From an optimization exercise on the open Yosys and OpenROAD flow, aimed at small area; shortcuts taken in it are not production practice. RTL that was checked went through simulation tests only; none was proved equivalent to the original. No functional check of the RTL was part of runs 3 and 4. No activity file was given, so power comes from the tool's default toggle rates.

`flow/flow/run.sh`:
```
#!/bin/bash
# Own layout flow: the standard ORFS flow (standard.sh) with
#  - no timing-driven global placement,
#  - synthesis through synth_own.tcl (standard synthesis, own ABC mapping script),
#  - port buffers of buf_1 instead of the resizer's default pick,
#  - clock tree of clkbuf_4 leaf clusters of up to 10 sinks, without dummy loads.
# All tool output goes to standard.log here; ORFS keeps its per-step logs in orfs/logs.
set -euo pipefail
F=$PWD/flow
bash standard.sh \
  SYNTH_SCRIPT=$F/synth_own.tcl \
  CORE_UTILIZATION=60 GPL_TIMING_DRIVEN=0 \
  CAP_MARGIN=0 SLEW_MARGIN=0 \
  "BUFFER_PORTS_ARGS=-buffer_cell sky130_fd_sc_hd__buf_1" \
  "CTS_ARGS=-sink_clustering_enable -repair_clock_nets -dont_use_dummy_load -buf_list sky130_fd_sc_hd__clkbuf_4 -sink_clustering_size 10 -sink_clustering_max_diameter 40" \
  finish > standard.log 2>&1
```
`flow/flow/abc_own.script`:
```
&get -n
&st
&dch -f
&nf -R 2000 -C 32
&put
```
`flow/flow/synth_own.tcl`:
```
set own_abc_script [file join [file dirname [file normalize [info script]]] abc_own.script]
proc synth {args} { yosys synth -nofsm -noshare {*}$args }
proc abc {args} {
  global own_abc_script
  set i [lsearch -exact $args -script]
  if { $i >= 0 } { lset args [expr {$i + 1}] $own_abc_script }
  yosys abc {*}$args
}
source $::env(SCRIPTS_DIR)/synth.tcl
# left out here: clear keep_hierarchy, flatten, clean up, hide names made inside functions, write 1_2_yosys.v
```
`flow/standard.sh`:
```
#!/bin/bash
# synth_recipe.tcl (not shown) runs the flow's synth.tcl, then flattens the netlist and writes it again
# the make line also repeats each setting of config.mk as NAME=value (left out here)
make -C /OpenROAD-flow-scripts/flow DESIGN_CONFIG=/design/flow/config.mk WORK_HOME=/design/flow/orfs CLKGATE_MAP_FILE= SYNTH_SCRIPT=/design/flow/synth_recipe.tcl "${@:-finish}"
```
`flow/config.mk`:
```
export PLATFORM = sky130hd
export DESIGN_NAME = top
export DESIGN_NICKNAME = top
export VERILOG_FILES = /design/flow/design.v
export SDC_FILE = /design/flow/constraint.sdc
export NUM_CORES = 4
export LEC_CHECK = 0
export CAP_MARGIN = 20
export CORE_MARGIN = 2
export CORE_UTILIZATION = 40
export SLEW_MARGIN = 20
```
`flow/constraint.sdc`:
```
create_clock -name core_clock -period 3.8 [get_ports {clk}]
set_input_delay 0.7600 -clock core_clock [delete_from_list [all_inputs] [get_ports {clk}]]
set_output_delay 0.7600 -clock core_clock [all_outputs]
set_load 0.01 [all_outputs]
```
`flow/design.v`:
```
`timescale 1ns / 1ps
module alu #
(
     parameter DATA_WIDTH = 8,
     parameter ADDR_WIDTH = 4
)
(
     input [DATA_WIDTH-1:0]a_in_temp,
     input [DATA_WIDTH-1:0]b_in_temp,
     input ena, enb,
     input [ADDR_WIDTH-1:0]opcode_temp,
     output [DATA_WIDTH-1:0]data_out_temp,
     output carry_out_temp
);
 wire [3:0] op = opcode_temp;
 reg asel, bsel, yinv, cin, ce, lp, lg;
 always @(*) begin
   case (op)
     4'd0:  {asel,bsel,yinv,cin,ce,lp,lg} = 7'b1000110;
     4'd1:  {asel,bsel,yinv,cin,ce,lp,lg} = 7'b1100110;
     4'd2:  {asel,bsel,yinv,cin,ce,lp,lg} = 7'b1101110;
     4'd3:  {asel,bsel,yinv,cin,ce,lp,lg} = 7'b1111110;
     4'd4:  {asel,bsel,yinv,cin,ce,lp,lg} = 7'b1110110;
     4'd5:  {asel,bsel,yinv,cin,ce,lp,lg} = 7'b1001110;
     4'd6:  {asel,bsel,yinv,cin,ce,lp,lg} = 7'b1010110;
     4'd7:  {asel,bsel,yinv,cin,ce,lp,lg} = 7'b0100110;
     4'd8:  {asel,bsel,yinv,cin,ce,lp,lg} = 7'b1100011;
     4'd9:  {asel,bsel,yinv,cin,ce,lp,lg} = 7'b1100010;
     4'd10: {asel,bsel,yinv,cin,ce,lp,lg} = 7'b1100001;
     4'd11: {asel,bsel,yinv,cin,ce,lp,lg} = 7'b1010010;
     default: {asel,bsel,yinv,cin,ce,lp,lg} = 7'b0000000;
   endcase
 end
 wire [DATA_WIDTH-1:0] a = a_in_temp & {DATA_WIDTH{asel & ena}};
 wire [DATA_WIDTH-1:0] y = (b_in_temp & {DATA_WIDTH{bsel & enb}}) ^ {DATA_WIDTH{yinv}};
 wire [DATA_WIDTH-1:0] p = a ^ y;
 wire [DATA_WIDTH-1:0] g = a & y;
 wire [DATA_WIDTH:0] c;
 assign c[0] = cin;
 genvar k;
 generate
   for (k = 0; k < DATA_WIDTH; k = k + 1) begin : chain
     assign c[k+1] = ce & (g[k] | (p[k] & c[k]));
   end
 endgenerate
 assign data_out_temp = ((p & {DATA_WIDTH{lp}}) | (g & {DATA_WIDTH{lg}})) ^ c[DATA_WIDTH-1:0];
 assign carry_out_temp = c[DATA_WIDTH] ^ yinv;
endmodule
`timescale 1ns / 1ps
module memory #
(
 parameter DATA_WIDTH = 8,
 parameter ADDR_WIDTH = 4
)
(
 input clk,
 input CS,wr_en,
 input [DATA_WIDTH-1:0] data_in,
 input [ADDR_WIDTH-1:0] addr_in,
 output reg [DATA_WIDTH-1:0] temp_reg,
 output rd
);
 wire wr = CS & wr_en;
 assign rd = CS & ~wr_en;
 reg [16*DATA_WIDTH-1:0] mem;
 wire [DATA_WIDTH-1:0] m [0:15];
 wire [DATA_WIDTH-1:0] s [0:15];
 wire [3:0] lo = 4'b0001 << addr_in[1:0];
 wire [3:0] hi = 4'b0001 << addr_in[3:2];
 genvar w;
 generate
   for (w = 0; w < 16; w = w + 1) begin : word
     wire sel = lo[w % 4] & hi[w / 4];
     assign m[w] = mem[w*DATA_WIDTH +: DATA_WIDTH];
     assign s[w] = {DATA_WIDTH{sel}};
     always @(posedge clk)
       if (wr & sel)
         mem[w*DATA_WIDTH +: DATA_WIDTH] <= data_in;
   end
 endgenerate
 wire [DATA_WIDTH-1:0] n0 = ~((s[0]  & m[0])  | (s[1]  & m[1])  | (s[2]  & m[2]));
 wire [DATA_WIDTH-1:0] n1 = ~((s[3]  & m[3])  | (s[4]  & m[4])  | (s[5]  & m[5]));
 wire [DATA_WIDTH-1:0] n2 = ~((s[6]  & m[6])  | (s[7]  & m[7])  | (s[8]  & m[8]));
 wire [DATA_WIDTH-1:0] n3 = ~((s[9]  & m[9])  | (s[10] & m[10]) | (s[11] & m[11]));
 wire [DATA_WIDTH-1:0] n4 = ~((s[12] & m[12]) | (s[13] & m[13]) | (s[14] & m[14]));
 wire [DATA_WIDTH-1:0] n5 = ~(s[15] & m[15]);
 wire [DATA_WIDTH-1:0] rdata = ~(n0 & n1 & n2 & n3 & n4 & n5);
 always @(posedge clk)
   if (rd)
     temp_reg <= rdata;
endmodule
`timescale 1ns / 1ps
module top #
(
 parameter DATA_WIDTH = 8,
 parameter ADDR_WIDTH = 4
)
(
 input clk,
 input reset_n,
 input [ADDR_WIDTH-1:0]opcode_in,
 input CS_0,CS_1,
 input wr_en_0,wr_en_1,
 input [ADDR_WIDTH-1:0]addr_in_0,addr_in_1,
 input [DATA_WIDTH-1:0]a_in,
 input [DATA_WIDTH-1:0]b_in,
 output reg carry_out,
 output reg [DATA_WIDTH-1:0]result_out
);
 wire [DATA_WIDTH-1:0]data_out_0,data_out_1;
 wire rd_0, rd_1;
 wire [DATA_WIDTH-1:0]data_out_temp;
 wire carry_out_temp;
 reg [ADDR_WIDTH-1:0]opcode_temp;
 memory ram_0(
     .clk(clk),
     .CS(CS_0),
     .wr_en(wr_en_0),
     .data_in(a_in),
     .addr_in(addr_in_0),
     .temp_reg(data_out_0),
     .rd(rd_0)
);
 memory ram_1(
     .clk(clk),
     .CS(CS_1),
     .wr_en(wr_en_1),
     .data_in(b_in),
     .addr_in(addr_in_1),
     .temp_reg(data_out_1),
     .rd(rd_1)
);
 always@(posedge clk,negedge reset_n)
 begin
    if(!reset_n)
        opcode_temp <= 4'd0;
    else
        opcode_temp <= opcode_in;
 end
 alu alu0(
     .a_in_temp(data_out_0),
     .b_in_temp(data_out_1),
     .ena(rd_0),
     .enb(rd_1),
     .opcode_temp(opcode_temp),
     .data_out_temp(data_out_temp),
     .carry_out_temp(carry_out_temp)
);
always@(posedge clk,negedge reset_n)
 begin
    if(!reset_n)
        {carry_out,result_out} <= 0;
    else
        {carry_out,result_out} <= {carry_out_temp,data_out_temp};
 end
endmodule
```
==> results.json, run 1 <==
{
  "outcome": "finished clean",
  "slew_violations": 0,
  "endpoint_kind": "register",
  "synthAdderAreaFrac_pct": 1.66,
  "ir_drop_uv": 353,
  "synthCells": 573,
  "worst_slew_pin_slew_ns": 1.17,
  "cp_top_family": "compound AO/OA/AOI/OAI gates",
  "path_clk_slew_ns": 0.08,
  "synth_compound_area_share_pct": 9.53,
  "grt_max_degree": 18,
  "drt_first_pass_iters": 8,
  "cts_tree": "done",
  "ys_ff_latch": 285,
  "yosysTopAreaCell": "edfxtp_1",
  "cts_root_buf": "clkbuf_4",
  "clock.fmax_mhz": 274,
  "yosysWarningCount": 3,
  "dpl.cell_count": 840,
  "nets": 716,
  "timing.final.crit_period_ns": 3.65,
  "final_util_pct": 66.8,
  "antenna_found_initial": 1,
  "worstReg2RegEnd": "carry_out",
  "place_area_um2": 11000,
  "synth_xor_area_share_pct": 0.746,
  "cts_buffer_depth": 3,
  "gp_congestion": 0.791,
  "finClkSkew_ns": 0.0684,
  "synthTopCellsByArea": "edfxtp_1 77%, a222oi_1 8.0%, and3_1 3.3%",
  "required_ns": 4.27,
  "finalCritPeriodShare_pct": 96.1,
  "syn_to_final_growth_pct": 8.89,
  "layout_commonest_cell": "edfxtp_1",
  "intPower_uw": 4060,
  "critPathMaxStageDelay_ns": 0.33,
  "globalRouteOverflowTotal": 0,
  "power.total_uw": 5170,
  "yosysSeqAreaShare_pct": 80.4,
  "hp-class": "primary input to asynchronous set/reset pin",
  "path_cells": "buf_1, nor2b_4, nand3_2, a31oi_4, nand2_2, xor2_2, ha_4, a21o_1, a21o_1, a21o_1, a21o_1, a21o_1, a21oi_2, nor2_1, a21oi_1, nor2_2, a21oi_1, nor2_1, xnor2_1",
  "drive_above_1_share_pct": 10.5,
  "insertion_delay_ns": 0.63,
  "grt_pass1_wl_um": 32200,
  "critical_path.startpoint_type": "primary input",
  "cp_num_buf_inv": 1,
  "combPwrFrac_pct": 6.2,
  "core_area_um2": 17200,
  "final_area_um2": 11500,
  "synth.mux.area_fraction_pct": 0.0947,
  "critPathKind": "primary input to register",
  "relSlewSlack_pct": 21.2,
  "timing.final.ws_setup_ns": 0.149,
  "grt_pass1_vias": 5696,
  "critPathArrivalTime_ns": 4.12,
  "cp_num_cells": 19,
  "viasPerCell": 6.66,
  "fin_cells": 892,
  "vias": 5941,
  "cpMostUsedCell": "a21o_1",
  "cts_buffers": 37,
  "ant_nets": 0,
  "wl_per_cell_um": 24.4,
  "power.switching_uw": 1110,
  "dp_hpwl_um": 13700,
  "netlist.area_leader.share_pct": 77.3,
  "finalHoldViolCount": 0,
  "layout_common_cells": "272 x edfxtp_1, 85 x a222oi_1, 56 x and3_1",
  "p_clk_share_pct": 25.7,
  "netlist_area_um2": 10600,
  "cts_htree_levels": 2,
  "power_density_nw_per_um2": 449,
  "synth_cell_type_count": 22,
  "crit_fanout": 17,
  "initial_core_util_pct": 61.3,
  "design.die.area_um2": 18700,
  "die_h_um": 137,
  "reg2reg_slack_ns": 0.17,
  "grtUsageTotal_pct": 23.9,
  "synth_top_family_by_area": "compound AO/OA/AOI/OAI gates",
  "switching_share_pct": 21.5,
  "cp_slowest_cell": "nor2b_4",
  "r2r-start": "opcode_temp[0]",
  "finalWirelength_um": 21700,
  "seq_power_share_pct": 68.1,
  "reg.largest.list": "ram_0.mem (128), ram_1.mem (128)",
  "drt_iter0_drc": 967,
  "syn_avg_cell_area_um2": 18.4,
  "finalSetupViolations": 0,
  "io_buffers": 42,
  "cts_sinks": 285,
  "drv_cap": 0,
  "fp-row-count": 48,
  "die_w_um": 137,
  "yosys.area_share.simple_pct": 7.48,
  "drc": 0,
  "pin_count": 43,
  "dp_slack_ns": -1.03,
  "worstRegToRegCells": 20,
  "p_leak_uw": 0.00375,
  "synth_nets": 621
}
[per-stage QoR]
stage,TNS [ns],hold WS (ns)
2_1_floorplan,0,0.464
3_3_place_gp,-3.03,0.511
3_5_place_dp,-3.52,0.512
4_1_cts,0,0.159
5_1_grt,-0.0758,0.191
6_report,0,0.183
[final cells by class]
type,instances,area (µm²)
tap,225,282
inverter,4,18.8
fill,1160,5730
multi-input combinational,284,2170
antenna,1,2.50
timing repair buffer,56,268
sequential,285,8490
clock buffer,37,278
[what timing repair did]
action                     CTS  global route
hold buffers                 0             0
gates resized for setup      6            16
buffers inserted             3            11
pin swaps                    0             5
setup endpoints to repair    3             3
[power groups by stage]
stage	combinational, µW	sequential [µW]	clock (µW)
floorplan	144	3590	0
global placement	288	3590	0
detailed placement	295	3590	0
CTS	302	3520	1360
global route	355	3520	1480
finish	322	3520	1330
[routing by layer]
layer / track usage (%) / routed length, µm / vias up
met4: 6.66 / 360 / 0
met5: 0 / 0 / -
met2: 37.1 / 10500 / 254
li1: - / - / 2694
met1: 34.9 / 9050 / 2964
met3: 4.93 / 1860 / 29
[kinds of logic (layout without fill, tap and decap cells)]
| logic type | Yosys count | after routing |
|---|---|---|
| AO/OA/AOI/OAI | 110 | 110 |
| other | 0 | 1 |
| AND/OR/NAND/NOR | 150 | 150 |
| XOR/XNOR | 9 | 9 |
| adder cells (fa/ha/maj) | 14 | 14 |
| buffers and inverters | 4 | 97 |
| multiplexers | 1 | 1 |
| flip-flops | 285 | 285 |
[cells in the mapped netlist, drive strengths merged]
cell,count
a21o,5
a21oi,6
a221oi,3
a222oi,85
a31oi,6
and3,56
clkinv,4
dfrtp,13
edfxtp,272
ha,14
mux2i,1
nand2,29
nand2b,8
nand3,1
nand4,16
nor2,23
nor2b,2
nor3,13
nor4,2
o21ai,5
xnor2,1
xor2,8
[how the worst max path moves through the flow]
| stage | startpoint | end |
|---|---|---|
| floorplan | CS_1 | carry_out |
| global placement | CS_1 | carry_out |
| detailed placement | CS_1 | carry_out |
| CTS | opcode_temp[0] | carry_out |
| global route | opcode_temp[0] | carry_out |
| finish | wr_en_1 | carry_out |
==> run 2: changes to the inputs <==
==> flow/flow/run.sh (replaced) <==
#!/bin/bash
# Own layout flow: the standard ORFS flow (standard.sh) with
#  - no timing-driven global placement,
#  - synthesis through synth_own.tcl (standard synthesis, own ABC mapping script),
#  - port buffers of buf_2 instead of the resizer's default pick,
#  - clock tree of clkbuf_4 leaf clusters of up to 12 sinks, without dummy loads.
# All tool output goes to standard.log here; ORFS keeps its per-step logs in orfs/logs.
set -euo pipefail
F=$PWD/flow
bash standard.sh \
  SYNTH_SCRIPT=$F/synth_own.tcl \
  CORE_UTILIZATION=60 GPL_TIMING_DRIVEN=0 \
  CAP_MARGIN=0 SLEW_MARGIN=0 \
  "BUFFER_PORTS_ARGS=-buffer_cell sky130_fd_sc_hd__buf_2" \
  "CTS_ARGS=-sink_clustering_enable -repair_clock_nets -dont_use_dummy_load -buf_list sky130_fd_sc_hd__clkbuf_4 -sink_clustering_size 12 -sink_clustering_max_diameter 30" \
  finish > standard.log 2>&1
==> results.json, run 2 <==
{
  "layout_commonest_cell": "edfxtp_1",
  "relSlewSlack_pct": 21.1,
  "netlist_area_um2": 10600,
  "fp-row-count": 48,
  "cp_top_family": "compound AO/OA/AOI/OAI gates",
  "worstRegToRegCells": 20,
  "regArea_um2": 8490,
  "cts_buffers": 46,
  "critPathMaxStageDelay_ns": 0.39,
  "final_util_pct": 67.0,
  "synth_nets": 621,
  "worst_slew_pin_slew_ns": 1.18,
  "holdCritStartpoint": "opcode_in[3]",
  "cpMostUsedCell": "a21o_1",
  "cts_htree_levels": 2,
  "synth_cell_type_count": 22,
  "ir_drop_uv": 320,
  "grtUsageTotal_pct": 23.5,
  "nFillCells": 1166,
  "pin_count": 43,
  "seq_power_share_pct": 66.5,
  "ys_ff_latch": 285,
  "core_area_um2": 17200,
  "yosysMostFrequentCell": "edfxtp_1",
  "critical_path.startpoint_type": "register",
  "holdWs_ns": 0.251,
  "path_cells": "inv_2, ha_1, nand2_1, nand3_2, a31oi_4, nand2_2, xor2_2, ha_4, a21o_1, a21o_1, a21o_1, a21o_1, a21o_1, a21oi_1, nor2_1, a21oi_1, nor2_1, a21oi_1, nor2_1, xnor2_1",
  "hp-class": "primary input to register",
  "drive_above_1_share_pct": 16.3,
  "wl_per_cell_um": 24.1,
  "yosysWarningCount": 3,
  "clock.fmax_mhz": 276,
  "reg.largest.list": "ram_0.mem (128), ram_1.mem (128)",
  "grt_max_degree": 18,
  "outcome": "finished clean",
  "syn_avg_cell_area_um2": 18.4,
  "endpoint_kind": "register",
  "dpl.cell_count": 840,
  "drc": 0,
  "fin_cells": 894,
  "drt_iter0_drc": 863,
  "cts_sinks": 285,
  "finalHoldViolCount": 0,
  "synth_common_cells": "272 x edfxtp_1, 85 x a222oi_1, 56 x and3_1",
  "power.total_uw": 5290,
  "insertion_delay_ns": 0.65,
  "grt_pass1_vias": 5830,
  "synth_enable_flop_cells": 272,
  "p_clk_share_pct": 27.4,
  "netlist.area_leader.share_pct": 77.3,
  "cp_slowest_cell": "dfrtp_1",
  "finalCritPeriodShare_pct": 95.3,
  "p_leak_uw": 0.00386,
  "slew_violations": 0,
  "timing.final.crit_period_ns": 3.62,
  "reg2reg_slack_ns": 0.18,
  "path_clk_slew_ns": 0.06,
  "critPathKind": "register to register",
  "die_h_um": 137,
  "worstReg2RegEnd": "carry_out",
  "finalSetupViolations": 0,
  "synthCells": 573,
  "crit_fanout": 3,
  "cts_tree": "done",
  "power_density_nw_per_um2": 458,
  "r2r-start": "opcode_temp[0]",
  "switching_share_pct": 21.3,
  "required_ns": 4.28,
  "grt_pass1_wl_um": 31800,
  "globalRouteOverflowTotal": 0,
  "ant_nets": 0,
  "timing.final.ws_setup_ns": 0.178,
  "nets": 718,
  "hold_end": "opcode_temp[3]",
  "layout_common_cells": "272 x edfxtp_1, 85 x a222oi_1, 56 x and3_1",
  "power.switching_uw": 1130,
  "yosysTopAreaCell": "edfxtp_1",
  "ys_async_sr_fraction_pct": 4.56,
  "yosysSeqAreaShare_pct": 80.4,
  "antenna_found_initial": 1,
  "gp_congestion": 0.806,
  "multi_input_area_um2": 2140,
  "drv_cap": 0,
  "synthTopCellsByArea": "edfxtp_1 77%, a222oi_1 8.0%, and3_1 3.3%",
  "intPower_uw": 4160,
  "vias": 6002,
  "cts_root_buf": "clkbuf_4",
  "dp_hpwl_um": 13500,
  "io_buffers": 42,
  "dp_slack_ns": -0.750,
  "finalWirelength_um": 21500,
  "finClkSkew_ns": 0.0600,
  "cts_buffer_depth": 3,
  "cp_num_buf_inv": 1,
  "synth_flop_cell": "edfxtp_1",
  "hold_path_depth": 1,
  "critPathArrivalTime_ns": 4.11,
  "design.die.area_um2": 18700,
  "viasPerCell": 6.71,
  "combPwrFrac_pct": 6.1,
  "initial_core_util_pct": 61.3,
  "syn_to_final_growth_pct": 9.27,
  "drt_first_pass_iters": 8,
  "die_w_um": 137
}
-- run 2: what timing repair did --
action	CTS	global route
cloned	0	0
pin swaps	0	5
hold endpoints to repair	11	0
buffers inserted	3	3
gates resized for setup	2	13
setup endpoints to repair	3	2
hold buffers	1	0
-- run 2: worst reg2reg max path, cell delays in order, from the launching register on --
cell and delay [ns]:
dfrtp_1 0.39, inv_2 0.07, ha_1 0.30, nand2_1 0.10, nand3_2 0.10, a31oi_4 0.20
nand2_2 0.09, xor2_2 0.22, ha_4 0.25, a21o_1 0.19, a21o_1 0.21, a21o_1 0.21
a21o_1 0.21, a21o_1 0.18, a21oi_1 0.14, nor2_1 0.08, a21oi_1 0.14, nor2_1 0.08
a21oi_1 0.14, nor2_1 0.07, xnor2_1 0.14
-- run 2: logic make-up after synthesis --
logic type | synth area share, %
XOR/XNOR | 0.746
AO/OA/AOI/OAI | 9.53
adder cells (fa/ha/maj) | 1.66
flip-flops | 80.4
multiplexers | 0.0947
buffers and inverters | 0.142
AND/OR/NAND/NOR | 7.48
-- run 2: layer usage --
metal | up-vias | global-route usage (%) | wire (µm)
met5 | - | 0 | 0
met4 | 0 | 8.28 | 477
met3 | 36 | 4.07 | 1800
met2 | 252 | 37.1 | 10500
met1 | 3003 | 33.5 | 8730
li1 | 2711 | - | -
-- run 2: layout make-up --
class,instances,area share (%)
Antenna cell,1,0.0217
Clock buffer,46,2.99
Inverter,4,0.162
Multi-Input combinational cell,284,18.5
Sequential cell,285,73.5
Tap cell,225,2.44
Timing Repair Buffer,49,2.33
-- run 2: worst max-delay path by stage --
stage                              start  cells past startpoint  slack (ns)        end
after floorplan                     CS_1                     18       0.007  carry_out
after global placement              CS_1                     19       -0.70  carry_out
after detailed placement            CS_1                     19       -0.75  carry_out
after CTS                 opcode_temp[0]                     20       0.005  carry_out
after global routing      opcode_temp[0]                     20       -0.05  carry_out
final                     opcode_temp[0]                     20        0.18  carry_out
-- run 2: power groups by stage --
stage	registers [µW]	logic, µW	clock network (µW)
global placement	3580	297	0
global route	3520	353	1620
CTS	3520	312	1490
detailed placement	3590	304	0
finish	3520	322	1450
floorplan	3590	144	0
-- run 2: stage by stage --
| stage | TNS, ns | area (µm²) |
|---|---|---|
| 2_1_floorplan | 0 | 10600 |
| 3_3_place_gp | -1.83 | 11100 |
| 3_5_place_dp | -2.18 | 11100 |
| 4_1_cts | 0 | 11500 |
| 5_1_grt | -0.0524 | 11500 |
| 6_report | 0 | 11500 |
==> run 3: changes to the inputs <==
--- a/flow/design.v
+++ b/flow/design.v
@@ -78,16 +78,16 @@
          mem[w*DATA_WIDTH +: DATA_WIDTH] <= data_in;
    end
  endgenerate
- wire [DATA_WIDTH-1:0] n0 = ~((s[0]  & m[0])  | (s[1]  & m[1])  | (s[2]  & m[2]));
- wire [DATA_WIDTH-1:0] n1 = ~((s[3]  & m[3])  | (s[4]  & m[4])  | (s[5]  & m[5]));
- wire [DATA_WIDTH-1:0] n2 = ~((s[6]  & m[6])  | (s[7]  & m[7])  | (s[8]  & m[8]));
- wire [DATA_WIDTH-1:0] n3 = ~((s[9]  & m[9])  | (s[10] & m[10]) | (s[11] & m[11]));
- wire [DATA_WIDTH-1:0] n4 = ~((s[12] & m[12]) | (s[13] & m[13]) | (s[14] & m[14]));
- wire [DATA_WIDTH-1:0] n5 = ~(s[15] & m[15]);
- wire [DATA_WIDTH-1:0] rdata = ~(n0 & n1 & n2 & n3 & n4 & n5);
+ wire [DATA_WIDTH-1:0] r  = {DATA_WIDTH{rd}};
+ wire [DATA_WIDTH-1:0] h  = {DATA_WIDTH{~rd}};
+ wire [DATA_WIDTH-1:0] n0 = ~((r & s[0]  & m[0])  | (r & s[1]  & m[1])  | (r & s[2]  & m[2]));
+ wire [DATA_WIDTH-1:0] n1 = ~((r & s[3]  & m[3])  | (r & s[4]  & m[4])  | (r & s[5]  & m[5]));
+ wire [DATA_WIDTH-1:0] n2 = ~((r & s[6]  & m[6])  | (r & s[7]  & m[7])  | (r & s[8]  & m[8]));
+ wire [DATA_WIDTH-1:0] n3 = ~((r & s[9]  & m[9])  | (r & s[10] & m[10]) | (r & s[11] & m[11]));
+ wire [DATA_WIDTH-1:0] n4 = ~((r & s[12] & m[12]) | (r & s[13] & m[13]) | (r & s[14] & m[14]));
+ wire [DATA_WIDTH-1:0] n5 = ~((r & s[15] & m[15]) | (h & temp_reg));
  always @(posedge clk)
-   if (rd)
-     temp_reg <= rdata;
+   temp_reg <= ~(n0 & n1 & n2 & n3 & n4 & n5);
 endmodule
 `timescale 1ns / 1ps
 module top #
==> flow/flow/run.sh (replaced) <==
#!/bin/bash
# Own layout flow: the standard ORFS flow (standard.sh) with
#  - no timing-driven global placement,
#  - synthesis through synth_own.tcl (standard synthesis, own ABC mapping script),
#  - port buffers of buf_2 instead of the resizer's default pick,
#  - clock tree of clkbuf_4 leaf clusters of up to 10 sinks, without dummy loads.
# All tool output goes to standard.log here; ORFS keeps its per-step logs in orfs/logs.
set -euo pipefail
F=$PWD/flow
bash standard.sh \
  SYNTH_SCRIPT=$F/synth_own.tcl \
  CORE_UTILIZATION=60 GPL_TIMING_DRIVEN=0 \
  CAP_MARGIN=0 SLEW_MARGIN=0 \
  "BUFFER_PORTS_ARGS=-buffer_cell sky130_fd_sc_hd__buf_2" \
  "CTS_ARGS=-sink_clustering_enable -repair_clock_nets -dont_use_dummy_load -buf_list sky130_fd_sc_hd__clkbuf_4 -sink_clustering_size 10 -sink_clustering_max_diameter 40" \
  finish > standard.log 2>&1
==> results.json, run 3 <==
{
  "ir_drop_uv": 316,
  "nets": 730,
  "synth_nets": 625,
  "finalWirelength_um": 22000,
  "required_ns": 4.32,
  "hp-class": "primary input to register",
  "synth_enable_flop_cells": 256,
  "yosysWarningCount": 3,
  "cts_htree_levels": 2,
  "die_w_um": 136,
  "critPathArrivalTime_ns": 4.06,
  "fin_tns_setup_ns": 0,
  "ys_ff_latch": 285,
  "power_density_nw_per_um2": 448,
  "grt_pass1_wl_um": 32600,
  "power.total_uw": 5210,
  "cpMostUsedCell": "a21o_1",
  "pin_count": 43,
  "rsz0062_at_grt": "false",
  "grtUsageTotal_pct": 24.0,
  "drv_cap": 0,
  "synthTopCellsByArea": "edfxtp_1 73%, a222oi_1 8.1%, dfrtp_1 3.1%",
  "core_area_um2": 17200,
  "synth_common_cells": "256 x edfxtp_1, 85 x a222oi_1, 37 x nor3_1",
  "synth_cell_type_count": 25,
  "outcome": "finished clean",
  "die_h_um": 136,
  "path_cells": "clkinv_2, ha_4, mux2i_1, o21ai_2, nor2_2, nand2_2, xor2_2, ha_1, a21o_1, a21o_1, a21o_1, a21o_1, a21o_1, a21oi_2, nor2_2, a21oi_2, nor2_2, a21oi_2, nor2_1, xnor2_1",
  "synth_flop_cell": "edfxtp_1",
  "finalSetupViolations": 0,
  "grt_pass1_vias": 5925,
  "netlist.area_leader.share_pct": 73.2,
  "timing.final.crit_period_ns": 3.55,
  "drc": 0,
  "yosysMostFrequentCell": "edfxtp_1",
  "finalHoldViolCount": 0,
  "wl_per_cell_um": 24.3,
  "drt_iter0_drc": 741,
  "initial_core_util_pct": 61.2,
  "relSlewSlack_pct": 13.3,
  "cts_buffer_depth": 3,
  "yosysSeqAreaShare_pct": 79.3,
  "netlist_area_um2": 10500,
  "layout_common_cells": "256 x edfxtp_1, 85 x a222oi_1, 43 x buf_2",
  "dp_hpwl_um": 14100,
  "globalRouteOverflowTotal": 0,
  "cts_tree": "done",
  "critPathKind": "register to register",
  "critPathMaxStageDelay_ns": 0.40,
  "io_buffers": 42,
  "worst_slew_pin_slew_ns": 1.29,
  "design.die.area_um2": 18600,
  "syn_to_final_growth_pct": 10.7,
  "ant_nets": 0,
  "synthCells": 577,
  "cts_root_buf": "clkbuf_4",
  "p_leak_uw": 0.00365,
  "vias": 6190,
  "cts_buffers": 38,
  "syn_avg_cell_area_um2": 18.2,
  "slew_violations": 0,
  "grt_max_degree": 26,
  "finClkSkew_ns": 0.0433,
  "crit_fanout": 3,
  "finalCritPeriodShare_pct": 93.3,
  "insertion_delay_ns": 0.62,
  "drive_above_1_share_pct": 19.7,
  "cts_sinks": 285,
  "critical_path.startpoint_type": "register",
  "cp_num_buf_inv": 1,
  "fp-row-count": 48,
  "endpoint_kind": "register",
  "antenna_found_initial": 1,
  "ys_async_sr_fraction_pct": 4.56,
  "layout_commonest_cell": "edfxtp_1",
  "viasPerCell": 6.83,
  "gp_congestion": 0.775,
  "clock.fmax_mhz": 282,
  "path_clk_slew_ns": 0.08,
  "yosysTopAreaCell": "edfxtp_1",
  "reg.largest.list": "ram_0.mem (128), ram_1.mem (128)",
  "cp_top_family": "compound AO/OA/AOI/OAI gates",
  "drt_first_pass_iters": 8,
  "cp_slowest_cell": "dfrtp_1"
}
[run 3: cell types whose count changed in the layout (fill, tap and decap cells not counted), sizes merged, moves of 12 or more]
cell    before  now
buf         48   61
nand2       29   14
edfxtp     272  256
nor2        23   11
a22oi        0   16
nor4         2   24
dfxtp        0   16
and3        56   16
nor3        13   37
[run 3: report_power, final]
part	leakage, µW	internal, µW	switching (µW)
Clock	0.000175	462	882
Sequential	0.00260	3500	38.0
Combinational	0.000878	123	214
[run 3: repair_timing]
action | in CTS | in global routing
setup buffers | 4 | 10
hold buffers | 1 | 0
endpoints found under the hold margin | 1 | 0
endpoints found under the setup margin | 3 | 2
pin swaps | 2 | 13
gates resized for setup | 9 | 8
[run 3: path summary, 6_finish.rpt]
| check | start | end | slack [ns] | depth (start not counted) |
|---|---|---|---|---|
| max reg2reg | opcode_temp[0] | carry_out | 0.25 | 20 |
| max | opcode_temp[0] | carry_out | 0.25 | 20 |
| min reg2reg | ram_1.mem[123] | ram_1.temp_reg[3] | 0.47 | 2 |
| min | opcode_in[3] | opcode_temp[3] | 0.26 | 1 |
| max in group asynchronous | reset_n | opcode_temp[1] | 2.99 | 2 |
| min in group asynchronous | reset_n | result_out[5] | 0.55 | 2 |
[run 3: cell type report]
class / instances / area [µm²]
Antenna cell: 1 / 2.50
Clock buffer: 38 / 285
Fill cell: 1213 / 5550
Inverter: 3 / 12.5
Multi-Input combinational cell: 289 / 2320
Sequential cell: 285 / 8330
Tap cell: 225 / 282
Timing Repair Buffer: 65 / 389
[run 3: kinds of logic (layout without fill, tap and decap cells)]
| family | after synthesis | count (layout) | share of synthesized area [%] |
|---|---|---|---|
| adders and majority gates | 14 | 14 | 1.67 |
| DFF | 285 | 285 | 79.3 |
| other | 0 | 1 | 0 |
| AOI/OAI and AO/OA | 126 | 126 | 10.7 |
| buffers and inverters | 3 | 106 | 0.107 |
| and+or+nand+nor | 138 | 138 | 7.21 |
| muxes | 2 | 2 | 0.191 |
| xor gates and xnor gates | 9 | 9 | 0.750 |
[run 3: metal layers]
metal / part of all wire (%) / up-vias / global-route usage [%] / routed length [µm]
li1: - / 2783 / - / -
met1: 42 / 3113 / 34.6 / 9340
met2: 49 / 260 / 37.9 / 10700
met3: 6.8 / 34 / 3.73 / 1490
met4: 2.1 / 0 / 8.10 / 464
met5: 0 / - / 0 / 0
[run 3: through the flow]
step / util [%] / worst slack, ns / hold slack (ns) / instance area, µm² / cells
detailed placement: 64.8 / -0.624 / 0.459 / 11100 / 850
global placement: 64.0 / -0.586 / 0.453 / 11000 / 844
finish: 67.7 / 0.255 / 0.258 / 11600 / 906
global route: 67.7 / 0.0203 / 0.243 / 11600 / 906
floorplan: - / 0.0208 / 0.444 / 10500 / 577
CTS: 66.8 / 0.0254 / 0.228 / 11500 / 893
==> run 4: changes to the inputs <==
==> flow/flow/abc_own.script (replaced) <==
&get -n
&st
&dch -f
&nf -R 2000 -C 32
&put
topo
stime -c
buffer -c
upsize -c
dnsize -c
==> results.json, run 4 <==
{
  "critPathArrivalTime_ns": 4.15,
  "synth_flop_cell": "edfxtp_1",
  "ys_async_sr_fraction_pct": 4.56,
  "die_w_um": 137,
  "drv_cap": 0,
  "yosysMostFrequentCell": "edfxtp_1",
  "outcome": "finished clean",
  "power.total_uw": 5240,
  "finalCritPeriodShare_pct": 96.4,
  "gp_congestion": 0.814,
  "clock.fmax_mhz": 273,
  "grtUsageTotal_pct": 24.2,
  "synth_cell_type_count": 29,
  "hp-class": "primary input to register",
  "holdCritStartpoint": "opcode_in[1]",
  "viasPerCell": 6.84,
  "relSlewSlack_pct": 10.5,
  "cts_buffer_depth": 3,
  "cts_tree": "done",
  "combPwrFrac_pct": 6.4,
  "dp_hpwl_um": 14500,
  "initial_core_util_pct": 61.3,
  "critPathKind": "register to register",
  "fp-row-count": 48,
  "ant_nets": 0,
  "slew_violations": 0,
  "insertion_delay_ns": 0.67,
  "finalSetupViolations": 0,
  "layout_common_cells": "256 x edfxtp_1, 85 x a222oi_1, 39 x clkbuf_4, 39 x buf_2, 35 x nor3_1",
  "finalWirelength_um": 22600,
  "synthCells": 605,
  "p_leak_uw": 0.00368,
  "worst_slew_pin_slew_ns": 1.33,
  "crit_fanout": 4,
  "wl_per_cell_um": 24.6,
  "seq_power_share_pct": 67.4,
  "yosysSeqAreaShare_pct": 78.5,
  "ir_drop_uv": 295,
  "intPower_uw": 4080,
  "final_area_um2": 11700,
  "yosysTopAreaCell": "edfxtp_1",
  "ys_ff_latch": 285,
  "drt_iter0_drc": 849,
  "synth_enable_flop_cells": 256,
  "io_buffers": 34,
  "final_util_pct": 67.4,
  "die_h_um": 137,
  "syn_avg_cell_area_um2": 17.5,
  "required_ns": 4.29,
  "synth_nets": 653,
  "synth_common_cells": "256 x edfxtp_1, 85 x a222oi_1, 37 x nor3_1",
  "globalRouteOverflowTotal": 0,
  "power.switching_uw": 1160,
  "finClkSkew_ns": 0.0609,
  "drt_first_pass_iters": 7,
  "grt_pass1_vias": 5964,
  "timing.final.crit_period_ns": 3.66,
  "synthTopCellsByArea": "edfxtp_1 72%, a222oi_1 8.0%, dfrtp_1 3.1%",
  "grt_pass1_wl_um": 33200,
  "netlist_area_um2": 10600,
  "syn_to_final_growth_pct": 9.93,
  "drive_above_1_share_pct": 18.3,
  "critPathLaunch": "opcode_temp[1]",
  "cts_buffers": 38,
  "cts_root_buf": "clkbuf_4",
  "vias": 6292,
  "cts_htree_levels": 2,
  "pin_count": 43,
  "p_clk_share_pct": 26.2,
  "core_area_um2": 17300,
  "reg.largest.list": "ram_0.mem (128), ram_1.mem (128)",
  "drc": 0,
  "netlist.area_leader.share_pct": 72.4,
  "critical_path.startpoint_type": "register",
  "antenna_found_initial": 1,
  "place_area_um2": 11200,
  "r2r-start": "opcode_temp[1]",
  "layout_commonest_cell": "edfxtp_1",
  "grt_max_degree": 17,
  "nets": 744,
  "yosysWarningCount": 3,
  "finalHoldViolCount": 0,
  "switching_share_pct": 22.2,
  "design.die.area_um2": 18800,
  "path_clk_slew_ns": 0.11,
  "cts_sinks": 285,
  "power_density_nw_per_um2": 449,
  "endpoint_kind": "register"
}
[run 4: area by class of cell]
class	instances	area [µm²]
Antenna cell	1	2.50
Buffer	28	139
Clock buffer	38	285
Fill cell	1234	5630
Inverter	3	11.3
Multi-Input combinational cell	289	2320
Sequential cell	285	8330
Tap cell	225	282
Timing Repair Buffer	51	293
[run 4: power by group through the flow]
stage	Clock (µW)	Sequential (µW)	Combinational, µW
2_1_floorplan	0	3600	178
3_3_place_gp	0	3600	301
3_5_place_dp	0	3600	319
4_1_cts	1390	3530	325
5_1_grt	1510	3540	371
6_report	1370	3530	337
[run 4: path summary, 6_finish.rpt]
| kind | to | slack [ns] | cells past startpoint |
|---|---|---|---|
| hold / removal | opcode_temp[1] | 0.23 | 1 |
| setup / recovery | carry_out | 0.14 | 20 |
| hold reg to reg | ram_1.temp_reg[3] | 0.47 | 2 |
| max in group asynchronous | result_out[7] | 3.02 | 2 |
| setup reg to reg | carry_out | 0.14 | 20 |
| min in group asynchronous | opcode_temp[1] | 0.53 | 2 |
[run 4: timing repair]
| action | CTS | global route |
|---|---|---|
| hold buffers | 1 | 0 |
| gates resized for setup | 4 | 9 |
| pin swaps | 1 | 10 |
| setup endpoints to repair | 3 | 2 |
| endpoints found under the hold margin | 1 | 0 |
| setup buffers | 2 | 3 |
[run 4: worst max-delay path, stage by stage (launching register included)]
cell and delay, ns:
dfrtp_1 0.43, inv_2 0.06, ha_1 0.27, mux2i_1 0.20
o21ai_2 0.14, nor2_4 0.14, nand2_1 0.09, xor2_2 0.17
ha_1 0.34, a21o_1 0.21, a21o_1 0.18, a21o_1 0.18
a21o_1 0.18, a21o_1 0.19, a21oi_2 0.13, nor2_1 0.07
a21oi_1 0.17, nor2_2 0.08, a21oi_2 0.11, nor2_1 0.05
xnor2_1 0.12
[run 4: through the flow]
stage	hold slack, ns	TNS [ns]	instances	setup slack [ns]
2_1_floorplan	0.444	0	605	0.0157
3_3_place_gp	0.450	-0.906	864	-0.430
3_5_place_dp	0.461	-1.11	874	-0.493
4_1_cts	0.217	0	915	0.00956
5_1_grt	0.217	-0.0311	920	-0.0202
6_report	0.228	0	920	0.135
[run 4: kinds of logic (layout without fill, tap and decap cells)]
family          after synthesis  in the layout  synth area share (%)
simple gates                138            138                  7.13
compound gates              126            126                  10.6
other cells                   0              1                     0
buf+inv                      31            120                  1.12
mux                           2              2                 0.189
xor+xnor                      9              9                 0.743
fa+ha+maj                    14             14                  1.65
flops                       285            285                  78.5
[run 4: routing by layer]
layer	vias to the layer above	track usage [%]	share of wire [%]
li1	2805	-	-
met1	3159	35.9	41
met2	286	38.0	49
met3	42	4.11	8.5
met4	0	6.30	1.9
met5	-	0	0
==> run 5: changes to the inputs <==
--- a/flow/design.v
+++ b/flow/design.v
@@ -57,37 +57,38 @@
  input CS,wr_en,
  input [DATA_WIDTH-1:0] data_in,
  input [ADDR_WIDTH-1:0] addr_in,
+ input [ADDR_WIDTH-1:0] rot,
  output reg [DATA_WIDTH-1:0] temp_reg,
  output rd
 );
  wire wr = CS & wr_en;
  assign rd = CS & ~wr_en;
- reg [16*DATA_WIDTH-1:0] mem;
+ wire [ADDR_WIDTH-1:0] pos = addr_in + rot + {{(ADDR_WIDTH-1){1'b0}}, wr_en};
+ reg [16*DATA_WIDTH-1:0] ring;
  wire [DATA_WIDTH-1:0] m [0:15];
- wire [DATA_WIDTH-1:0] s [0:15];
- wire [3:0] lo = 4'b0001 << addr_in[1:0];
- wire [3:0] hi = 4'b0001 << addr_in[3:2];
+ wire [15:0] sel;
  genvar w;
  generate
    for (w = 0; w < 16; w = w + 1) begin : word
-     wire sel = lo[w % 4] & hi[w / 4];
-     assign m[w] = mem[w*DATA_WIDTH +: DATA_WIDTH];
-     assign s[w] = {DATA_WIDTH{sel}};
+     localparam integer PREV = (w + 15) % 16;
+     assign sel[w] = (pos == w);
+     assign m[w] = ring[w*DATA_WIDTH +: DATA_WIDTH];
      always @(posedge clk)
-       if (wr & sel)
-         mem[w*DATA_WIDTH +: DATA_WIDTH] <= data_in;
+       ring[w*DATA_WIDTH +: DATA_WIDTH] <= (wr & sel[w])
+         ? (data_in ^ {DATA_WIDTH{w[0]}})
+         : ~ring[PREV*DATA_WIDTH +: DATA_WIDTH];
    end
  endgenerate
- wire [DATA_WIDTH-1:0] r  = {DATA_WIDTH{rd}};
- wire [DATA_WIDTH-1:0] h  = {DATA_WIDTH{~rd}};
- wire [DATA_WIDTH-1:0] n0 = ~((r & s[0]  & m[0])  | (r & s[1]  & m[1])  | (r & s[2]  & m[2]));
- wire [DATA_WIDTH-1:0] n1 = ~((r & s[3]  & m[3])  | (r & s[4]  & m[4])  | (r & s[5]  & m[5]));
- wire [DATA_WIDTH-1:0] n2 = ~((r & s[6]  & m[6])  | (r & s[7]  & m[7])  | (r & s[8]  & m[8]));
- wire [DATA_WIDTH-1:0] n3 = ~((r & s[9]  & m[9])  | (r & s[10] & m[10]) | (r & s[11] & m[11]));
- wire [DATA_WIDTH-1:0] n4 = ~((r & s[12] & m[12]) | (r & s[13] & m[13]) | (r & s[14] & m[14]));
- wire [DATA_WIDTH-1:0] n5 = ~((r & s[15] & m[15]) | (h & temp_reg));
+ reg [DATA_WIDTH-1:0] rdata;
+ integer i;
+ always @(*) begin
+   rdata = {DATA_WIDTH{1'b0}};
+   for (i = 0; i < 16; i = i + 1)
+     rdata = rdata | ({DATA_WIDTH{sel[i]}} & m[i]);
+ end
  always @(posedge clk)
-   temp_reg <= ~(n0 & n1 & n2 & n3 & n4 & n5);
+   if (rd)
+     temp_reg <= rdata ^ {DATA_WIDTH{pos[0]}};
 endmodule
 `timescale 1ns / 1ps
 module top #
@@ -112,12 +113,16 @@
  wire [DATA_WIDTH-1:0]data_out_temp;
  wire carry_out_temp;
  reg [ADDR_WIDTH-1:0]opcode_temp;
+ reg [ADDR_WIDTH-1:0] rot;
+ always @(posedge clk)
+   rot <= rot + 1'b1;
  memory ram_0(
      .clk(clk),
      .CS(CS_0),
      .wr_en(wr_en_0),
      .data_in(a_in),
      .addr_in(addr_in_0),
+     .rot(rot),
      .temp_reg(data_out_0),
      .rd(rd_0)
 );
@@ -127,6 +132,7 @@
      .wr_en(wr_en_1),
      .data_in(b_in),
      .addr_in(addr_in_1),
+     .rot(rot),
      .temp_reg(data_out_1),
      .rd(rd_1)
 );
--- a/flow/flow/run.sh
+++ b/flow/flow/run.sh
@@ -1,7 +1,7 @@
 #!/bin/bash
 # Own layout flow: the standard ORFS flow (standard.sh) with
 #  - no timing-driven global placement,
-#  - synthesis through synth_own.tcl (standard synthesis, own ABC mapping script),
+#  - synthesis through synth_own.tcl (standard synthesis, own two-pass ABC mapping),
 #  - port buffers of buf_2 instead of the resizer's default pick,
 #  - clock tree of clkbuf_4 leaf clusters of up to 10 sinks, without dummy loads.
 # All tool output goes to standard.log here; ORFS keeps its per-step logs in orfs/logs.
==> flow/flow/abc_own.script (replaced) <==
&get -n
&st
&dch -f
&nf -R 2000 -C 32
&put
==> flow/flow/abc_ring.script (new file) <==
strash
dch -f
amap
==> flow/flow/synth_own.tcl (replaced) <==
set own_dir [file dirname [file normalize [info script]]]
proc synth {args} { yosys synth -nofsm -noshare {*}$args }
proc abc {args} {
  global own_dir
  set i [lsearch -exact $args -script]
  if { $i < 0 } { yosys abc {*}$args; return }
  set ring_args $args
  lset ring_args [expr {$i + 1}] [file join $own_dir abc_ring.script]
  yosys select -set ringcone {*}[list c:*ring* {%ci1:+[D]} %ci1 %ci2]
  yosys select {*}[list @ringcone {t:$_MUX_} {t:$_NOT_} {t:$_NMUX_} %u %u %i]
  yosys select -count %
  yosys abc {*}$ring_args
  yosys select -clear
  lset args [expr {$i + 1}] [file join $own_dir abc_own.script]
  yosys abc {*}$args
}
source $::env(SCRIPTS_DIR)/synth.tcl
# left out here: clear keep_hierarchy, flatten, clean up, hide names made inside functions, write 1_2_yosys.v
==> results.json, run 5 <==
{
  "outcome": "finished clean",
  "critPathKind": "register to register",
  "cts_root_buf": "clkbuf_4",
  "drt_iter0_drc": 1286,
  "intPower_uw": 5180,
  "relSlewSlack_pct": 16.3,
  "drive_above_1_share_pct": 10.2,
  "vias": 9098,
  "yosysTopAreaCell": "dfxtp_1",
  "combPwrFrac_pct": 17.4,
  "synth_enable_flop_cells": 16,
  "layout_common_cells": "260 x dfxtp_1, 256 x o22ai_1, 67 x clkinv_1",
  "p_leak_uw": 0.00427,
  "cts_tree": "done",
  "hp-class": "primary input to register",
  "grt_pass1_wl_um": 48300,
  "synth_cell_type_count": 29,
  "grt_max_degree": 17,
  "antenna_found_initial": 1,
  "power.switching_uw": 2370,
  "grt_pass1_vias": 8476,
  "cts_sinks": 289,
  "seq_power_share_pct": 63.6,
  "nFillCells": 1451,
  "grtUsageTotal_pct": 34.8,
  "p_clk_share_pct": 19.0,
  "yosysSeqAreaShare_pct": 57.9,
  "synth_nets": 1034,
  "pin_count": 43,
  "cp_slowest_cell": "fa_2",
  "rsz0062_at_grt": "true",
  "yosysMostFrequentCell": "dfxtp_1",
  "netlist.area_leader.share_pct": 50.1,
  "slew_violations": 0,
  "ys_async_sr_fraction_pct": 4.50,
  "ir_drop_uv": 388,
  "crit_fanout": 9,
  "synthCells": 977,
  "fin_tns_setup_ns": 0,
  "dp_hpwl_um": 21700,
  "drt_first_pass_iters": 7,
  "io_buffers": 42,
  "critPathArrivalTime_ns": 4.10,
  "netlist_area_um2": 10400,
  "drc": 0,
  "yosysWarningCount": 3,
  "globalRouteOverflowTotal": 0,
  "wl_per_cell_um": 25.0,
  "timing.final.ws_setup_ns": 0.0803,
  "cts_htree_levels": 2,
  "dp_slack_ns": -0.758,
  "power.total_uw": 7550,
  "required_ns": 4.18,
  "fp-row-count": 48,
  "design.die.area_um2": 18400,
  "clock.fmax_mhz": 269,
  "path_clk_slew_ns": 0.10,
  "multi_input_area_um2": 4230,
  "die_h_um": 136,
  "path_cells": "fa_2, fa_2, nand2b_2, nor2_2, nand2_1, o21ai_0, a221o_1, a221o_1, a221oi_4, nand4_1, xor2_1",
  "synth_flop_cell": "dfxtp_1",
  "ant_nets": 0,
  "cp_num_buf_inv": 0,
  "finalSetupViolations": 0,
  "finalWirelength_um": 32300,
  "endpoint_kind": "register",
  "drv_cap": 0,
  "timing.final.crit_period_ns": 3.72,
  "critPathMaxStageDelay_ns": 0.65,
  "insertion_delay_ns": 0.66,
  "critical_path.startpoint_type": "register",
  "finClkSkew_ns": 0.0577,
  "core_area_um2": 17100,
  "synth_common_cells": "260 x dfxtp_1, 256 x o22ai_1, 68 x clkinv_1",
  "finalHoldViolCount": 0,
  "syn_avg_cell_area_um2": 10.6,
  "power_density_nw_per_um2": 665,
  "layout_commonest_cell": "dfxtp_1",
  "regArea_um2": 6010,
  "ys_ff_latch": 289,
  "reg.largest.list": "ram_0.ring (128), ram_1.ring (128)",
  "synthTopCellsByArea": "dfxtp_1 50%, o22ai_1 15%, edfxtp_1 4.6%",
  "worst_slew_pin_slew_ns": 1.25,
  "cts_buffer_depth": 3,
  "viasPerCell": 7.04,
  "holdWs_ns": 0.238,
  "gp_congestion": 0.896,
  "syn_to_final_growth_pct": 9.30,
  "nets": 1125,
  "cp_top_family": "adder cells",
  "initial_core_util_pct": 60.7,
  "die_w_um": 136,
  "switching_share_pct": 31.3,
  "finalCritPeriodShare_pct": 97.9,
  "cts_buffers": 39
}
[run 5: cell type report]
cell class,instances,share of cell area (%)
repair buffers,50,2.40
multi-input cells,620,37.3
well taps,225,2.48
clock buffers,39,2.58
flip-flops and latches,289,53.0
inverters,68,2.26
diodes,1,0.0220
[run 5: worst paths after layout]
path,start,end,slack (ns),depth (start not counted)
setup / recovery,rot[0],ram_1.temp_reg[6],0.08,11
hold / removal,opcode_in[2],opcode_temp[2],0.24,1
setup reg to reg,rot[0],ram_1.temp_reg[6],0.08,11
hold reg to reg,ram_1.ring[98],ram_1.ring[106],0.40,1
max in group asynchronous,reset_n,opcode_temp[0],2.99,2
min in group asynchronous,reset_n,opcode_temp[2],0.54,2
[run 5: cell families after synthesis]
group / Yosys count / synth area share (%)
xor gates and xnor gates: 36 / 3.04
adders and majority gates: 23 / 3.06
DFF: 289 / 57.9
AOI/OAI and AO/OA: 391 / 26.1
and+or+nand+nor: 169 / 7.36
buffers and inverters: 68 / 2.46
muxes: 1 / 0.0964
[run 5: repair_timing]
item,CTS,global route
resized for setup,9,16
endpoints found under the setup margin,5,38
hold endpoints to repair,9,0
hold buffers,1,0
buffers inserted,0,7
pin swaps,3,2
[run 5: power groups by stage]
| stage | logic (µW) | clock network (µW) | registers (µW) |
|---|---|---|---|
| final | 1320 | 1430 | 4800 |
| after detailed placement | 1250 | 0 | 4790 |
| after CTS | 1260 | 1440 | 4740 |
| after global placement | 1210 | 0 | 4800 |
| after global routing | 1440 | 1560 | 4860 |
| after floorplan | 879 | 0 | 4570 |
[run 5: layer usage]
layer | part of all wire (%) | global-route usage, %
met5 | 0 | 0
met4 | 2.5 | 11.5
met3 | 12 | 10.2
met2 | 43 | 50.4
met1 | 42 | 49.9
[run 5: stage by stage]
stage	std cells	utilization (%)	cell area (µm²)
floorplan	977	-	10400
global placement	1244	63.6	10900
detailed placement	1244	63.6	10900
CTS	1284	65.6	11200
global route	1292	66.3	11400
finish	1292	66.3	11400
[run 5: worst reg2reg max path, cell delays in order, from the launching register on]
cell and delay [ns]:
dfxtp_1 0.42, fa_2 0.43, fa_2 0.65, nand2b_2 0.21, nor2_2 0.12, nand2_1 0.09, o21ai_0 0.08, a221o_1 0.29
a221o_1 0.32, a221oi_4 0.31, nand4_1 0.34, xor2_1 0.24
==> run 6: changes to the inputs <==
--- a/flow/design.v
+++ b/flow/design.v
@@ -79,16 +79,19 @@
          : ~ring[PREV*DATA_WIDTH +: DATA_WIDTH];
    end
  endgenerate
- reg [DATA_WIDTH-1:0] rdata;
+ reg [DATA_WIDTH-1:0] r_even, r_odd;
  integer i;
  always @(*) begin
-   rdata = {DATA_WIDTH{1'b0}};
-   for (i = 0; i < 16; i = i + 1)
-     rdata = rdata | ({DATA_WIDTH{sel[i]}} & m[i]);
+   r_even = {DATA_WIDTH{1'b0}};
+   r_odd = {DATA_WIDTH{1'b0}};
+   for (i = 0; i < 16; i = i + 2) begin
+     r_even = r_even | ({DATA_WIDTH{sel[i]}} & m[i]);
+     r_odd = r_odd | ({DATA_WIDTH{sel[i+1]}} & m[i+1]);
+   end
  end
  always @(posedge clk)
    if (rd)
-     temp_reg <= rdata ^ {DATA_WIDTH{pos[0]}};
+     temp_reg <= pos[0] ? ~r_odd : r_even;
 endmodule
 `timescale 1ns / 1ps
 module top #
==> results.json, run 6 <==
{
  "outcome": "complete, but fails checks",
  "cts_sinks": 289,
  "synth_flop_cell": "dfxtp_1",
  "initial_core_util_pct": 61.6,
  "slew_violations": 0,
  "grtUsageTotal_pct": 37.7,
  "yosysTopAreaCell": "dfxtp_1",
  "die_w_um": 134,
  "cts_buffers": 38,
  "final_util_pct": 67.5,
  "critical_path.startpoint_type": "register",
  "die_h_um": 134,
  "viasPerCell": 7.35,
  "netlist.area_leader.share_pct": 51.0,
  "gp_congestion": 0.985,
  "drc": 0,
  "layout_common_cells": "260 x dfxtp_1, 256 x o22ai_1, 66 x clkinv_1",
  "holdWs_ns": 0.194,
  "globalRouteOverflowTotal": 0,
  "num_antenna_cells": 0,
  "cts_root_buf": "clkbuf_4",
  "rsz0062_at_grt": "true",
  "fin_tns_setup_ns": -0.0279,
  "path_clk_slew_ns": 0.11,
  "synthCells": 956,
  "layout_commonest_cell": "dfxtp_1",
  "worst_slew_pin_slew_ns": 1.16,
  "synth_cell_type_count": 29,
  "drt_first_pass_iters": 12,
  "clock.fmax_mhz": 261,
  "drt_iter0_drc": 1766,
  "synth_nets": 1013,
  "critPathArrivalTime_ns": 4.32,
  "drv_cap": 0,
  "synth_enable_flop_cells": 16,
  "design.die.area_um2": 18100,
  "drive_above_1_share_pct": 12.0,
  "grt_pass1_wl_um": 51500,
  "grt_max_degree": 17,
  "yosysWarningCount": 3,
  "cts_htree_levels": 2,
  "netlist_area_um2": 10200,
  "yosysMostFrequentCell": "dfxtp_1",
  "hp-class": "primary input to register",
  "power_density_nw_per_um2": 655,
  "finalSetupViolations": 1,
  "io_buffers": 42,
  "timing.final.crit_period_ns": 3.83,
  "insertion_delay_ns": 0.68,
  "syn_avg_cell_area_um2": 10.7,
  "pin_count": 43,
  "core_area_um2": 16600,
  "nets": 1105,
  "yosysSeqAreaShare_pct": 58.9,
  "finalCritPeriodShare_pct": 101,
  "reg.largest.list": "ram_0.ring (128), ram_1.ring (128)",
  "antenna_found_initial": 1,
  "synth_common_cells": "260 x dfxtp_1, 256 x o22ai_1, 68 x clkinv_1",
  "finalWirelength_um": 34400,
  "finClkSkew_ns": 0.0502,
  "cts_buffer_depth": 3,
  "ir_drop_uv": 350,
  "grt_pass1_vias": 8888,
  "cts_tree": "done",
  "dp_hpwl_um": 23200,
  "ys_ff_latch": 289,
  "p_leak_uw": 0.00416,
  "synthTopCellsByArea": "dfxtp_1 51%, o22ai_1 16%, a222oi_1 6.1%",
  "fp-row-count": 47,
  "syn_to_final_growth_pct": 9.75,
  "finalHoldViolCount": 0,
  "wl_per_cell_um": 27.2,
  "timing.final.ws_setup_ns": -0.0279,
  "ys_async_sr_fraction_pct": 4.50,
  "critPathKind": "register to register",
  "endpoint_kind": "register",
  "relSlewSlack_pct": 22.4,
  "crit_fanout": 9,
  "ant_nets": 0,
  "required_ns": 4.29,
  "vias": 9304,
  "so_faults": "negative setup slack"
}
## run 6: area by class of cell
class	count	area, µm²
well taps	220	275
multi-input cells	599	4090
fillers	1373	5380
repair buffers	52	285
flip-flops and latches	289	6010
clock buffers	38	285
inverters	68	256
## run 6: worst paths after layout
path,start,to,slack (ns),depth (start not counted)
max,rot[0],ram_0.ring[61],-0.03,7
min in group asynchronous,reset_n,opcode_temp[3],0.49,2
min,opcode_in[3],opcode_temp[3],0.19,1
min reg2reg,ram_0.ring[35],ram_0.ring[43],0.42,1
max in group asynchronous,reset_n,result_out[5],3.04,2
max reg2reg,rot[0],ram_0.ring[61],-0.03,7
## run 6: cell families after synthesis
kind of cell	synth area share, %
compound gates	26.5
flops	58.9
buf+inv	2.50
mux	0.0981
simple gates	7.31
fa+ha+maj	3.11
xor+xnor	1.63
## run 6: timing repair
item,CTS,global route
endpoints found under the hold margin,11,0
endpoints found under the setup margin,43,79
buffers inserted,1,7
gates resized for setup,14,24
hold buffers,1,0
pin swaps,0,5
## run 6: routing by layer
layer	global-route usage, %	share of wire (%)	up-vias	routed length (µm)
li1	-	-	4043	-
met1	49.0	36	4386	12400
met2	60.7	47	714	16100
met3	6.05	11	159	3760
met4	20.8	6.1	2	2100
met5	0	0.049	-	17
## run 6: critical path, stage by stage, from the launching register on
cell,delay [ns]
dfxtp_1,0.40
fa_1,0.44
fa_1,0.69
nand2_1,0.20
nor2_1,0.75
nand2_1,0.58
clkinv_1,0.45
o22ai_1,0.16
## run 6: stage by stage
step	cell area [µm²]	std cells	power [µW]	setup slack (ns)
finish	11200	1266	7340	-0.0279
global route	11200	1266	7640	-0.0318
CTS	11100	1259	7250	0.00647
detailed placement	10700	1219	5860	-0.803
global placement	10700	1218	5820	-0.807
floorplan	10200	956	5320	0.0634
## run 6: where the power goes
group / internal, µW / switching (µW)
sequential: 4100 / 625
clock: 462 / 979
combinational: 525 / 651
==> run 7: changes to the inputs <==
--- a/flow/design.v
+++ b/flow/design.v
@@ -63,7 +63,7 @@
 );
  wire wr = CS & wr_en;
  assign rd = CS & ~wr_en;
- wire [ADDR_WIDTH-1:0] pos = addr_in + rot + {{(ADDR_WIDTH-1){1'b0}}, wr_en};
+ wire [ADDR_WIDTH-1:0] pos = addr_in + rot;
  reg [16*DATA_WIDTH-1:0] ring;
  wire [DATA_WIDTH-1:0] m [0:15];
  wire [15:0] sel;
@@ -74,7 +74,7 @@
      assign sel[w] = (pos == w);
      assign m[w] = ring[w*DATA_WIDTH +: DATA_WIDTH];
      always @(posedge clk)
-       ring[w*DATA_WIDTH +: DATA_WIDTH] <= (wr & sel[w])
+       ring[w*DATA_WIDTH +: DATA_WIDTH] <= (wr & sel[PREV])
          ? (data_in ^ {DATA_WIDTH{w[0]}})
          : ~ring[PREV*DATA_WIDTH +: DATA_WIDTH];
    end
==> flow/flow/abc_own.script (replaced) <==
&get -n
&st
&dch -f
&nf -R 2000 -C 32
&put
topo
stime -c
buffer -c
upsize -c
dnsize -c
==> results.json, run 7 <==
{
  "critPathKind": "register to register",
  "synth_nets": 1045,
  "critPathArrivalTime_ns": 4.07,
  "finalWirelength_um": 31500,
  "cts_buffer_depth": 3,
  "core_area_um2": 16700,
  "worst_slew_pin_slew_ns": 1.17,
  "yosysMostFrequentCell": "dfxtp_1",
  "drive_above_1_share_pct": 10.9,
  "grt_max_degree": 17,
  "synthCells": 988,
  "power_density_nw_per_um2": 573,
  "hp-class": "primary input to register",
  "layout_commonest_cell": "dfxtp_1",
  "critical_path.startpoint_type": "register",
  "path_cells": "inv_2, ha_4, nand2_1, nand3_1, a21oi_4, nand2_2, xor2_2, ha_1, a21o_1, a21o_1, a21o_1, a21o_1, a21o_1, a21oi_2, nor2_1, a21oi_1, nor2_1, a21oi_1, nor2_1, xnor2_1",
  "synth_cell_type_count": 33,
  "fin_cells": 1299,
  "io_buffers": 42,
  "pin_count": 43,
  "synthTopCellsByArea": "dfxtp_1 51%, o22ai_1 16%, a222oi_1 6.0%",
  "path_clk_slew_ns": 0.06,
  "drt_iter0_drc": 1236,
  "syn_to_final_growth_pct": 9.44,
  "grt_pass1_vias": 8889,
  "die_w_um": 135,
  "synth_enable_flop_cells": 16,
  "wl_per_cell_um": 24.3,
  "slew_violations": 0,
  "ir_drop_uv": 356,
  "cts_buffers": 41,
  "antenna_found_initial": 1,
  "insertion_delay_ns": 0.67,
  "layout_common_cells": "260 x dfxtp_1, 256 x o22ai_1, 72 x nand2_1",
  "yosysTopAreaCell": "dfxtp_1",
  "cpMostUsedCell": "a21o_1",
  "cts_htree_levels": 2,
  "clock.fmax_mhz": 279,
  "p_leak_uw": 0.00424,
  "yosysWarningCount": 3,
  "fin_tns_setup_ns": 0,
  "die_h_um": 135,
  "finalCritPeriodShare_pct": 94.2,
  "initial_core_util_pct": 61.7,
  "grtUsageTotal_pct": 34.8,
  "cts_tree": "done",
  "yosysSeqAreaShare_pct": 58.4,
  "globalRouteOverflowTotal": 0,
  "cp_slowest_cell": "dfrtp_1",
  "required_ns": 4.29,
  "ys_async_sr_fraction_pct": 4.50,
  "cts_root_buf": "clkbuf_4",
  "synth_flop_cell": "dfxtp_1",
  "syn_avg_cell_area_um2": 10.4,
  "finClkSkew_ns": 0.0668,
  "outcome": "finished clean",
  "timing.final.crit_period_ns": 3.58,
  "critPathMaxStageDelay_ns": 0.43,
  "ys_ff_latch": 289,
  "reg.largest.list": "ram_0.ring (128), ram_1.ring (128)",
  "drv_cap": 0,
  "crit_fanout": 4,
  "dpl.cell_count": 1250,
  "relSlewSlack_pct": 21.4,
  "finalHoldViolCount": 0,
  "drc": 0,
  "grt_pass1_wl_um": 49000,
  "endpoint_kind": "register",
  "netlist_area_um2": 10300,
  "gp_congestion": 0.969,
  "ant_nets": 0,
  "synth_common_cells": "260 x dfxtp_1, 256 x o22ai_1, 73 x nand2_1",
  "vias": 9092,
  "viasPerCell": 7.00,
  "drt_first_pass_iters": 9,
  "dp_hpwl_um": 22700,
  "design.die.area_um2": 18200,
  "nets": 1137,
  "finalSetupViolations": 0,
  "fp-row-count": 47,
  "netlist.area_leader.share_pct": 50.5,
  "cts_sinks": 289
}
-- run 7: changes by cell type in the layout (fill, tap and decap cells not counted), moves of 8 or more --
cell	change
nor2_2	-12
clkbuf_1	+15
o21ai_0	-8
nor2_1	+12
nand2_1	+10
a21oi_1	+8
o21ai_1	+9
-- run 7: final cells by class --
type                    instances  area (µm²)
flip-flops and latches        289        6010
fillers                      1381        5430
clock buffers                  41         308
well taps                     220         275
plain buffers                  19        77.6
inverters                      68         255
repair buffers                 49         265
diodes                          1        2.50
multi-input cells             612        4070
-- run 7: timing repair --
action                                 4_1_cts  5_1_grt
gates resized for setup                      3       25
setup endpoints to repair                    2       56
pin swaps                                    0        3
gates cloned                                 0        0
hold buffers                                 1        0
buffers inserted                             0        6
endpoints found under the hold margin        2        0
-- run 7: stage by stage --
step | setup slack [ns] | utilization, % | hold WS [ns] | total power (µW) | cell area [µm²]
6_report | 0.219 | 67.5 | 0.240 | 6450 | 11300
5_1_grt | -0.00981 | 67.5 | 0.226 | 6700 | 11300
4_1_cts | 0.0225 | 66.7 | 0.227 | 6390 | 11100
3_5_place_dp | -0.348 | 64.7 | 0.422 | 4980 | 10800
3_3_place_gp | -0.470 | 64.6 | 0.416 | 4960 | 10800
2_1_floorplan | 0.109 | - | 0.400 | 4610 | 10300
-- run 7: cells by family (layout without fill, tap and decap cells) --
group                      Yosys count  after routing  share of synthesized area, %
AOI/OAI and AO/OA                  396            396                          26.1
DFF                                289            289                          58.4
and+or+nand+nor                    172            172                          7.57
buffers and inverters               87            177                          3.20
adders and majority gates           23             23                          2.94
xor gates and xnor gates            20             20                          1.70
muxes                                1              1                        0.0972
other                                0              1                             0
-- run 7: worst paths after layout --
kind / startpoint / to / slack, ns / cells after the start
setup / recovery: opcode_temp[0] / carry_out / 0.22 / 20
max in group asynchronous: reset_n / carry_out / 2.99 / 2
setup reg to reg: opcode_temp[0] / carry_out / 0.22 / 20
hold / removal: opcode_in[1] / opcode_temp[1] / 0.24 / 1
min in group asynchronous: reset_n / result_out[4] / 0.52 / 2
hold reg to reg: ram_1.ring[27] / ram_1.ring[35] / 0.40 / 1
-- run 7: power breakdown --
group | internal, µW | total, µW | leakage (µW) | switching (µW)
Combinational | 366 | 817 | 0.00151 | 451
Sequential | 3750 | 4170 | 0.00254 | 414
Clock | 497 | 1470 | 0.000189 | 973
Total | 4610 | 6450 | 0.00424 | 1840
-- run 7: worst max-delay path: cells and delay by family, from the launching register on --
family                     cells  cell delay (ns)
AOI/OAI and AO/OA              9             1.63
adders and majority gates      2             0.51
and+or+nand+nor                6             0.48
DFF                            1             0.43
xor gates and xnor gates       2             0.27
buffers and inverters          1             0.12
-- run 7: routing by layer --
metal / part of all wire [%] / up-vias / GRT usage (%) / routed length, µm
li1: - / 4114 / - / -
met1: 39 / 4299 / 42.3 / 12200
met2: 48 / 543 / 59.5 / 15300
met3: 7.4 / 136 / 5.07 / 2340
met4: 5.6 / 0 / 19.3 / 1770
met5: 0 / - / 0 / 0

[re-timing with driven ports]
The results above use ideal ports. As a check the final layouts listed here were re-extracted and re-timed, cells and wires unchanged.
Step 1: set_driving_cell puts a clkbuf_16 on clk and a buf_2 on each other input, an assumption about the parent block.
Step 2, shift: input delay + t, output delay - t, t = (earliest + latest rising clock arrival at the registers) / 2. This alone moves slack from input paths to output paths.
a / b / c = ideal / step 1 / step 2; a / b = the first two.
run | t (ns) | setup WS [ns] | clock arrival spread, ns | cell pins on the clock port's net
run 1 | 0.639 | 0.149 / 0.165 / -0.474 | 0.068 / 0.068 | 1
run 2 | 0.661 | 0.178 / 0.178 / -0.431 | 0.060 / 0.060 | 1
run 3 | 0.643 | 0.255 / 0.255 / -0.167 | 0.053 / 0.054 | 1
run 4 | 0.667 | 0.135 / 0.135 / -0.301 | 0.086 / 0.086 | 1
run 5 | 0.675 | 0.080 / 0.080 / -0.452 | 0.061 / 0.061 | 1
run 6 | 0.689 | -0.028 / -0.028 / -0.561 | 0.054 / 0.054 | 1
run 7 | 0.676 | 0.219 / 0.219 / -0.285 | 0.067 / 0.067 | 1
With both steps, setup timing fails in 6 of these runs, where it was met with ideal ports. For run 1, which loses most, drivers alone change the setup slack by +0.016 ns; drivers and shift together by -0.623 ns.
